Background: an optimization exercise with open tools, aiming at small area. Do not read the settings as production practice. Only simulation tests tie the RTL to the original design; equivalence was not proved. No driver is modelled on the clock port, so clock power and skew are understated where the tree is cut down; a real chip needs a root buffer or a tree. Power is estimated from default activity; no workload was simulated.

Design EF_PSRAM_CTRL_V2, start of the top module:
module EF_PSRAM_CTRL_V2 (
    input   wire            clk,
    input   wire            rst,
    input   wire [23:0]     addr,
    input   wire [31: 0]    data_i,
    output  wire [31: 0]    data_o,
    input   wire [2:0]      size,
    input   wire            start,
    output  wire            done,
    input   wire  [3:0]     wait_states,
    input   wire  [7:0]     cmd,
    input   wire            rd_wr,
    input   wire            qspi,
    input   wire            qpi,
    input   wire            short_cmd,
    output  reg             sck,
    output  reg             ce_n,
    input   wire [3:0]      din,
    output  wire [3:0]      dout,
    output  wire [3:0]      douten
);
Size: ~400 cells after synthesis, ~42 flip-flops, roughly 130 I/O pins, ~0.0032 sq mm of cells after synthesis.
export LEC_CHECK = 0
export ABC_AREA = 1
export CAP_MARGIN = 20
export CORE_MARGIN = 2
export CORE_UTILIZATION = 40
export SLEW_MARGIN = 20
create_clock -name core_clock -period 6.5 [get_ports {clk}]
run.sh (not shown) runs the stock make flow with config.mk's settings and CLKGATE_MAP_FILE= SYNTH_SCRIPT=/design/flow/synth_recipe.tcl, a recipe that flattens the netlist after the stock synthesis.
Next try:
==> flow/flow/run.sh (new file) <==
#!/bin/bash
# Standard layout, with the smallest buffer on each input and output port.
set -euo pipefail
export BUFFER_PORTS_ARGS="-buffer_cell sky130_fd_sc_hd__buf_1"
bash standard.sh > standard.log 2>&1
==> flow/standard.sh (new file) <==
#!/bin/bash
# synth_recipe.tcl (not shown) runs the flow's synth.tcl, then flattens the netlist and writes it again
# the make line also repeats each setting of config.mk as NAME=value (left out here)
make -C /OpenROAD-flow-scripts/flow DESIGN_CONFIG=/design/flow/config.mk WORK_HOME=/design/flow/orfs CLKGATE_MAP_FILE= SYNTH_SCRIPT=/design/flow/synth_recipe.tcl "${@:-finish}"
removed: flow/run.sh
Total power fell by about 14%.
Global-route usage fell by 1.5 points.
Via count fell by about 3%.
First-iteration DRC count fell by about 9%.
Cell area fell by about 18%.
Wire length fell by 7.5%.
Setup slack is better by 330 ps.

---

Another version of the RTL of EF_PSRAM_CTRL_V2 (not shown whole).
For scale: ~42 flip-flops.
==> flow/config.mk <==
export PLATFORM = sky130hd
export DESIGN_NAME = EF_PSRAM_CTRL_V2
export DESIGN_NICKNAME = EF_PSRAM_CTRL_V2
export VERILOG_FILES = /design/flow/design.v
export SDC_FILE = /design/flow/constraint.sdc
export NUM_CORES = 4
export LEC_CHECK = 0
export ABC_AREA = 1
export CAP_MARGIN = 20
export CORE_MARGIN = 2
export CORE_UTILIZATION = 40
export SLEW_MARGIN = 20
==> flow/constraint.sdc <==
create_clock -name core_clock -period 6.5 [get_ports {clk}]
set_input_delay 1.3000 -clock core_clock [delete_from_list [all_inputs] [get_ports {clk}]]
set_output_delay 1.3000 -clock core_clock [all_outputs]
set_load 0.01 [all_outputs]
standard.sh (not shown) runs the stock make flow with config.mk's settings and CLKGATE_MAP_FILE= SYNTH_SCRIPT=/design/flow/synth_recipe.tcl, a recipe that flattens the netlist after the stock synthesis.
==> flow/flow/run.sh <==
#!/bin/bash
# Standard layout, with three changes: an area-oriented ABC script for the
# technology mapping, the smallest buffer on each input and output port, and
# a clock tree of small buffers without dummy loads.
set -euo pipefail
here=$(pwd)
export BUFFER_PORTS_ARGS="-buffer_cell sky130_fd_sc_hd__buf_1"
export AREA_ABC_SCRIPT=$here/flow/area.abc
export CTS_ARGS="-repair_clock_nets -buf_list sky130_fd_sc_hd__clkbuf_16 -dont_use_dummy_load"
cat flow/abc_override.tcl synth_recipe.tcl > area_synth.tcl
bash standard.sh SYNTH_SCRIPT=$here/area_synth.tcl finish > standard.log 2>&1
==> flow/flow/abc_override.tcl <==
# Map with an area-oriented ABC script in place of ORFS's.
proc abc {args} {
  set i [lsearch -exact $args -script]
  if { $i >= 0 } { lset args [expr { $i + 1 }] $::env(AREA_ABC_SCRIPT) }
  yosys abc {*}$args
}
==> flow/flow/area.abc <==
strash
dc2
dch -f
amap
Then changed:
==> flow/flow/run.sh (replaced) <==
#!/bin/bash
# Standard layout, with these changes: an area-oriented ABC script for the
# technology mapping, the smallest buffer on each input and output port, and
# a clock tree without dummy loads whose root buffer is removed after CTS (the
# clock port drives the tree's few leaf buffers directly).
set -euo pipefail
here=$(pwd)
export BUFFER_PORTS_ARGS="-buffer_cell sky130_fd_sc_hd__buf_1"
export AREA_ABC_SCRIPT=$here/flow/area.abc
export CTS_ARGS="-sink_clustering_enable -repair_clock_nets -dont_use_dummy_load"
cat flow/abc_override.tcl synth_recipe.tcl > area_synth.tcl
bash standard.sh SYNTH_SCRIPT=$here/area_synth.tcl cts > standard_cts.log 2>&1
CTS_ODB=$here/orfs/results/$FLOW_PLATFORM/EF_PSRAM_CTRL_V2/base/4_cts.odb \
  openroad -no_init -no_splash -exit $here/flow/clock_tree.tcl > clock_tree.log 2>&1
bash standard.sh SYNTH_SCRIPT=$here/area_synth.tcl finish > standard.log 2>&1
==> flow/flow/clock_tree.tcl (new file) <==
read_db $::env(CTS_ODB)
set block [ord::get_db_block]
set clk_net [$block findNet clk]
set root ""
foreach it [$clk_net getITerms] {
  if { [string match sky130_fd_sc_hd__clkbuf_* [[[$it getInst] getMaster] getName]] } {
    set root [$it getInst]
  }
}
if { $root == "" || [llength [$clk_net getITerms]] != 1 } { error "unexpected clock root" }
set root_out [[$root findITerm X] getNet]
set loads {}
foreach it [$root_out getITerms] {
  if { [$it getInst] != $root } { lappend loads $it }
}
set ok [expr { [llength $loads] <= 4 }]
foreach it $loads {
  if { ![string match sky130_fd_sc_hd__clkbuf_* [[[$it getInst] getMaster] getName]] } { set ok 0 }
}
if { $ok } {
  foreach it $loads {
    $it disconnect
    $it connect $clk_net
  }
  [$root findITerm A] disconnect
  [$root findITerm X] disconnect
  odb::dbInst_destroy $root
  odb::dbNet_destroy $root_out
  puts "clock tree: removed root buffer; the clock port drives [llength $loads] buffers"
} else {
  puts "clock tree: kept as built"
}
write_db $::env(CTS_ODB)
CORE_UTILIZATION = 60   (was 40)
The new run completed with no timing, DRC or antenna violations.
Worst setup slack gets worse by 0.13 ns.
Wire length increases by about 1.7%.
Cell count decreases by 5.5%.
Global-route usage goes up by 10 points.
Sequential power rose by about 1%.
Final area goes down by about 3%.
Power is lower by 5.9%.
Then changed:
CORE_UTILIZATION = 40   (was 60)
Effect: The new run passed the timing, design-rule and antenna checks; design area rose slightly; cell count climbs by a few percent; via count fell by a little under a tenth; wire length fell by a few percent; synthesized cell count is unchanged; global-route usage is lower by 11 points; sequential power shrinks slightly; clock power stays flat; total power drops slightly; sequential share of layout area went down by 0.31 points; worst hold slack degrades by 0.0092 ns.
Then changed:
CORE_UTILIZATION = 75   (was 40)
Result: Now the flow aborted during global placement (3_3_place_gp) on GPL-0301; synthesized area is unchanged; synthesized cell count is unchanged.
Then changed:
==> flow/flow/run.sh (replaced) <==
#!/bin/bash
# Standard layout, with three changes: an area-oriented ABC script for the
# technology mapping, the smallest buffer on each input and output port, and
# a clock tree of small buffers without dummy loads.
set -euo pipefail
here=$(pwd)
export BUFFER_PORTS_ARGS="-buffer_cell sky130_fd_sc_hd__buf_1"
export AREA_ABC_SCRIPT=$here/flow/area.abc
export GPL_KEEP_OVERFLOW=0
export CTS_ARGS="-sink_clustering_enable -repair_clock_nets -dont_use_dummy_load"
cat flow/abc_override.tcl synth_recipe.tcl > area_synth.tcl
bash standard.sh SYNTH_SCRIPT=$here/area_synth.tcl finish > standard.log 2>&1
CORE_UTILIZATION = 40   (was 75)
removed: flow/flow/clock_tree.tcl
The new run completed without violations.
Synthesized area does not change.
Synthesized cell count is unchanged.
Then changed:
--- a/flow/flow/run.sh
+++ b/flow/flow/run.sh
@@ -7,5 +7,4 @@
 export BUFFER_PORTS_ARGS="-buffer_cell sky130_fd_sc_hd__buf_1"
 export AREA_ABC_SCRIPT=$here/flow/area.abc
-export GPL_KEEP_OVERFLOW=0
 export CTS_ARGS="-sink_clustering_enable -repair_clock_nets -dont_use_dummy_load"
 cat flow/abc_override.tcl synth_recipe.tcl > area_synth.tcl
Result: Power is lower by about 1.3%. Hold slack degrades by 0.0032 ns. Synthesized cell count does not change. Cell area is about the same. Sequential share of layout area barely changes. Final cell count is higher by about 0.8%. Worst setup slack improves by 0.28 ns. Combinational power is lower by about 2%. Non-clock buffer count is higher by 5. Utilization is about the same. Area after synthesis does not change.

---

Another version of the RTL of EF_PSRAM_CTRL_V2 (not shown whole).
Size: about 270 cells after synthesis, roughly 42 flip-flops, roughly 130 I/O pins, roughly 2400 um2 of cells after synthesis.
Settings: LEC_CHECK=0, ABC_AREA=1, CAP_MARGIN=20, CORE_MARGIN=2, CORE_UTILIZATION=40, GPL_TIMING_DRIVEN=0, SLEW_MARGIN=20; clock period 6.5 ns.
==> flow/flow/run.sh <==
#!/bin/bash
# Standard layout, with these changes:
# - an area-oriented ABC script for the technology mapping, which also maps
#   the adders (ADDER_MAP_FILE empty, so no separate adder cells);
# - the smallest buffer (buf_1) on each input and output port;
# - a clock tree of small buffers: after CTS the tree is rebuilt as one root
#   buffer driving a few leaf buffers, each driving a group of nearby
#   registers (flow/clock_tree.tcl).
set -euo pipefail
here=$(pwd)
export BUFFER_PORTS_ARGS="-buffer_cell sky130_fd_sc_hd__buf_1"
export AREA_ABC_SCRIPT=$here/flow/area.abc
export CTS_ARGS="-sink_clustering_enable -repair_clock_nets -dont_use_dummy_load"
cat flow/abc_override.tcl synth_recipe.tcl > area_synth.tcl
bash standard.sh SYNTH_SCRIPT=$here/area_synth.tcl ADDER_MAP_FILE= cts > standard_cts.log 2>&1
CTS_ODB=$here/orfs/results/$FLOW_PLATFORM/EF_PSRAM_CTRL_V2/base/4_cts.odb \
CLK_GROUPS=5 CLK_BUF=sky130_fd_sc_hd__clkbuf_4 CLK_ROOT=sky130_fd_sc_hd__clkbuf_1 \
  openroad -no_init -no_splash -exit $here/flow/clock_tree.tcl > clock_tree.log 2>&1
bash standard.sh SYNTH_SCRIPT=$here/area_synth.tcl ADDER_MAP_FILE= finish > standard.log 2>&1
Scripts as last shown in full above: flow/flow/abc_override.tcl, flow/flow/area.abc
Other scripts of this flow, unchanged in this note and not shown: flow/flow/clock_tree.tcl
Edit:
Settings changed: GPL_TIMING_DRIVEN 0 to not set.
Outcome: The new run passed the timing, design-rule and antenna checks. Sequential share of layout area falls by 0.17 points. Clock power is about the same. Register-to-register slack is better by 0.02 ns. Synthesized cell count does not change. Setup slack gets better by 0.24 ns. Fmax is higher by 4.1%. Utilization came out higher by 0.21 points. Via count rises by 0.58%. Sequential cell count is unchanged. Wire length went up by 2.8%.
In every run of this note, the design's own scripts or RTL, not TritonCTS, make the clock network.

---

Another version of the RTL of EF_PSRAM_CTRL_V2 (not shown whole).
==> flow/config.mk <==
export PLATFORM = sky130hd
export DESIGN_NAME = EF_PSRAM_CTRL_V2
export DESIGN_NICKNAME = EF_PSRAM_CTRL_V2
export VERILOG_FILES = /design/flow/design.v
export SDC_FILE = /design/flow/constraint.sdc
export NUM_CORES = 4
export LEC_CHECK = 0
export ABC_AREA = 1
export CAP_MARGIN = 20
export CORE_MARGIN = 2
export CORE_UTILIZATION = 40
export SLEW_MARGIN = 20
==> flow/constraint.sdc <==
create_clock -name core_clock -period 6.5 [get_ports {clk}]
set_input_delay 1.3000 -clock core_clock [delete_from_list [all_inputs] [get_ports {clk}]]
set_output_delay 1.3000 -clock core_clock [all_outputs]
set_load 0.01 [all_outputs]
==> flow/flow/run.sh <==
#!/bin/bash
# Standard layout, with these changes:
# - an area-oriented ABC script for the technology mapping, which also maps
#   the adders (ADDER_MAP_FILE empty, so no separate adder cells);
# - the smallest buffer (buf_1) on each input and output port;
# - a clock tree of small buffers: after CTS the tree is rebuilt as one root
#   buffer driving a few leaf buffers, each driving a group of nearby
#   registers (flow/clock_tree.tcl).
set -euo pipefail
here=$(pwd)
export BUFFER_PORTS_ARGS="-buffer_cell sky130_fd_sc_hd__buf_1"
export AREA_ABC_SCRIPT=$here/flow/area.abc
export CTS_ARGS="-sink_clustering_enable -repair_clock_nets -dont_use_dummy_load"
cat flow/abc_override.tcl synth_recipe.tcl > area_synth.tcl
bash standard.sh SYNTH_SCRIPT=$here/area_synth.tcl ADDER_MAP_FILE= cts > standard_cts.log 2>&1
CTS_ODB=$here/orfs/results/$FLOW_PLATFORM/EF_PSRAM_CTRL_V2/base/4_cts.odb \
CLK_GROUPS=5 CLK_BUF=sky130_fd_sc_hd__clkbuf_4 CLK_ROOT=sky130_fd_sc_hd__clkbuf_2 \
  openroad -no_init -no_splash -exit $here/flow/clock_tree.tcl > clock_tree.log 2>&1
bash standard.sh SYNTH_SCRIPT=$here/area_synth.tcl ADDER_MAP_FILE= finish > standard.log 2>&1
==> flow/flow/clock_tree.tcl <==
# Rebuild the clock tree that CTS built as two levels of buffers: the
# registers are split into CLK_GROUPS groups of nearby registers (by
# position), each driven by one CLK_BUF placed at the middle of its group, and
# one CLK_ROOT buffer, which the clock port drives, drives the CLK_BUFs. Every
# register sees the same buffer types and depth.
read_db $::env(CTS_ODB)
set block [ord::get_db_block]
set db [ord::get_db]
set clk_net [$block findNet clk]
set ngroups $::env(CLK_GROUPS)
set root_master [$db findMaster $::env(CLK_ROOT)]
set master [$db findMaster $::env(CLK_BUF)]

# the clock buffers of the tree and the register clock pins below them
set bufs {}
set todo [list $clk_net]
set sinks {}
while { [llength $todo] } {
  set net [lindex $todo 0]
  set todo [lrange $todo 1 end]
  foreach it [$net getITerms] {
    if { ![$it isInputSignal] } { continue }
    set inst [$it getInst]
    if { [string match sky130_fd_sc_hd__clkbuf_* [[$inst getMaster] getName]] } {
      lappend bufs $inst
      lappend todo [[$inst findITerm X] getNet]
    } else {
      lappend sinks $it
    }
  }
}
puts "clock tree: [llength $bufs] buffers, [llength $sinks] sinks"

# remove the tree
foreach inst $bufs {
  set out [[$inst findITerm X] getNet]
  foreach it [$out getITerms] { $it disconnect }
  [$inst findITerm A] disconnect
  odb::dbInst_destroy $inst
  odb::dbNet_destroy $out
}

# group the sinks by recursive bisection: split a group in two halves by x
# (or by y, alternating), until there are CLK_GROUPS groups
proc split_groups { pts ngroups axis } {
  if { $ngroups <= 1 } { return [list $pts] }
  set pts [lsort -integer -index $axis $pts]
  set n [llength $pts]
  set left [expr { $ngroups / 2 }]
  set cut [expr { ($n * $left) / $ngroups }]
  set next [expr { 1 - $axis }]
  return [concat \
    [split_groups [lrange $pts 0 [expr { $cut - 1 }]] $left $next] \
    [split_groups [lrange $pts $cut end] [expr { $ngroups - $left }] $next]]
}
set pts {}
foreach it $sinks {
  set xy [$it getAvgXY]
  lappend pts [list [lindex $xy 1] [lindex $xy 2] $it]
}
set groups [split_groups $pts $ngroups 0]

set site_w [[[lindex [$block getRows] 0] getSite] getWidth]
proc place_at { inst x y } {
  global site_w
  $inst setLocation [expr { ($x / $site_w) * $site_w }] $y
  $inst setPlacementStatus PLACED
}

# the root buffer, at the middle of all registers
set sx 0
set sy 0
foreach p $pts {
  incr sx [lindex $p 0]
  incr sy [lindex $p 1]
}
set root [odb::dbInst_create $block $root_master "clkbuf_root"]
set root_net [odb::dbNet_create $block "clknet_root"]
$root_net setSigType CLOCK
[$root findITerm A] connect $clk_net
[$root findITerm X] connect $root_net
place_at $root [expr { $sx / [llength $pts] }] [expr { $sy / [llength $pts] }]

set g 0
foreach grp $groups {
  set sx 0
  set sy 0
  foreach p $grp {
    incr sx [lindex $p 0]
    incr sy [lindex $p 1]
  }
  set cx [expr { $sx / [llength $grp] }]
  set cy [expr { $sy / [llength $grp] }]
  set inst [odb::dbInst_create $block $master "clkbuf_leaf_$g"]
  set net [odb::dbNet_create $block "clknet_leaf_$g"]
  $net setSigType CLOCK
  [$inst findITerm A] connect $root_net
  [$inst findITerm X] connect $net
  foreach p $grp { [lindex $p 2] connect $net }
  place_at $inst $cx $cy
  puts "clock tree: clkbuf_leaf_$g drives [llength $grp] registers"
  incr g
}
detailed_placement
check_placement
write_db $::env(CTS_ODB)
Scripts as last shown in full above: flow/flow/abc_override.tcl, flow/flow/area.abc
The baseline finished clean.
Next try:
--- a/flow/flow/run.sh
+++ b/flow/flow/run.sh
@@ -15,5 +15,5 @@
 bash standard.sh SYNTH_SCRIPT=$here/area_synth.tcl ADDER_MAP_FILE= cts > standard_cts.log 2>&1
 CTS_ODB=$here/orfs/results/$FLOW_PLATFORM/EF_PSRAM_CTRL_V2/base/4_cts.odb \
-CLK_GROUPS=5 CLK_BUF=sky130_fd_sc_hd__clkbuf_4 CLK_ROOT=sky130_fd_sc_hd__clkbuf_2 \
+CLK_GROUPS=5 CLK_BUF=sky130_fd_sc_hd__clkbuf_4 CLK_ROOT=sky130_fd_sc_hd__clkbuf_1 \
   openroad -no_init -no_splash -exit $here/flow/clock_tree.tcl > clock_tree.log 2>&1
 bash standard.sh SYNTH_SCRIPT=$here/area_synth.tcl ADDER_MAP_FILE= finish > standard.log 2>&1
Outcome: The changed run ran to the end with no violations; clock skew is about the same; register-to-register slack barely changes; design area is about the same; routed wire length stays flat.
Next try:
--- a/flow/flow/run.sh
+++ b/flow/flow/run.sh
@@ -15,5 +15,5 @@
 bash standard.sh SYNTH_SCRIPT=$here/area_synth.tcl ADDER_MAP_FILE= cts > standard_cts.log 2>&1
 CTS_ODB=$here/orfs/results/$FLOW_PLATFORM/EF_PSRAM_CTRL_V2/base/4_cts.odb \
-CLK_GROUPS=5 CLK_BUF=sky130_fd_sc_hd__clkbuf_4 CLK_ROOT=sky130_fd_sc_hd__clkbuf_1 \
+CLK_GROUPS=5 CLK_BUF=sky130_fd_sc_hd__clkbuf_4 CLK_ROOT=sky130_fd_sc_hd__clkbuf_2 UNBUFFER=1 \
   openroad -no_init -no_splash -exit $here/flow/clock_tree.tcl > clock_tree.log 2>&1
 bash standard.sh SYNTH_SCRIPT=$here/area_synth.tcl ADDER_MAP_FILE= finish > standard.log 2>&1
--- a/flow/flow/clock_tree.tcl
+++ b/flow/flow/clock_tree.tcl
@@ -102,4 +102,28 @@
   incr g
 }
+# remove the buffers that timing-driven placement inserted on signal nets
+# (not the port buffers); the repairs after global routing add back what
+# timing and slew need
+if { [info exists ::env(UNBUFFER)] && $::env(UNBUFFER) } {
+  foreach inst [$block getInsts] {
+    set name [$inst getName]
+    if { [string match input* $name] || [string match output* $name] } { continue }
+    set mname [[$inst getMaster] getName]
+    if { ![string match sky130_fd_sc_hd__buf_* $mname] } { continue }
+    set in [[$inst findITerm A] getNet]
+    set out [[$inst findITerm X] getNet]
+    if { [llength [$out getBTerms]] || [llength [$in getBTerms]] } { continue }
+    foreach it [$out getITerms] {
+      if { [$it getInst] == $inst } { continue }
+      $it disconnect
+      $it connect $in
+    }
+    [$inst findITerm A] disconnect
+    [$inst findITerm X] disconnect
+    odb::dbInst_destroy $inst
+    odb::dbNet_destroy $out
+    puts "removed buffer $name ($mname)"
+  }
+}
 detailed_placement
 check_placement
- The new run completed with no timing, DRC or antenna violations
- global-route usage hardly moves
- total power is higher slightly
- core utilization grows by 0.48 points
- die area does not change
- hold slack is about the same
- synthesized cell count stays the same
- clock skew hardly moves
- design area goes up slightly
In every run of this note, the design's own scripts or RTL, not TritonCTS, make the clock network.

## static timing again, ports no longer ideal
How much do the figures lean on ideal ports? The routed layouts below were timed once more, with nothing changed but the port constraints.
Step 1, drivers: a clkbuf_16 drives clk and a buf_2 each remaining input, both assumed.
Step 2, shift: input delay + t, output delay - t, t = (earliest + latest rising clock arrival at the registers) / 2. This alone moves slack from input paths to output paths.
Slacks: ideal ports / drivers / drivers and shift; pairs: ideal ports / drivers.
run | t, ns | setup slack, ns | pins driven straight from the clock port
the first run of note 1 | 0.311 | 0.362 / 0.335 / 0.335 | 1
the second run of note 1 | 0.314 | 0.692 / 0.668 / 0.668 | 1
the first run of note 2 | 0.311 | 0.565 / 0.538 / 0.538 | 1
the second run of note 2 | 0.189 | 0.436 / 0.399 / 0.399 | 4
the third run of note 2 | 0.192 | 0.578 / 0.546 / 0.546 | 4
the fifth run of note 2 | 0.307 | 0.309 / 0.285 / 0.285 | 1
the sixth run of note 2 | 0.318 | 0.585 / 0.552 / 0.552 | 1
the first run of note 3 | 0.607 | 0.432 / 0.409 / 0.409 | 1
the second run of note 3 | 0.589 | 0.668 / 0.643 / 0.643 | 1
the first run of note 4 | 0.409 | 0.705 / 0.684 / 0.684 | 1
the second run of note 4 | 0.573 | 0.697 / 0.674 / 0.683 | 1
the third run of note 4 | 0.410 | 0.444 / 0.423 / 0.423 | 1
After both steps every run listed still meets setup and hold. The setup slack of the second run of note 2, which loses most, moves by -0.037 ns with the drivers and by -0.037 ns with both steps.
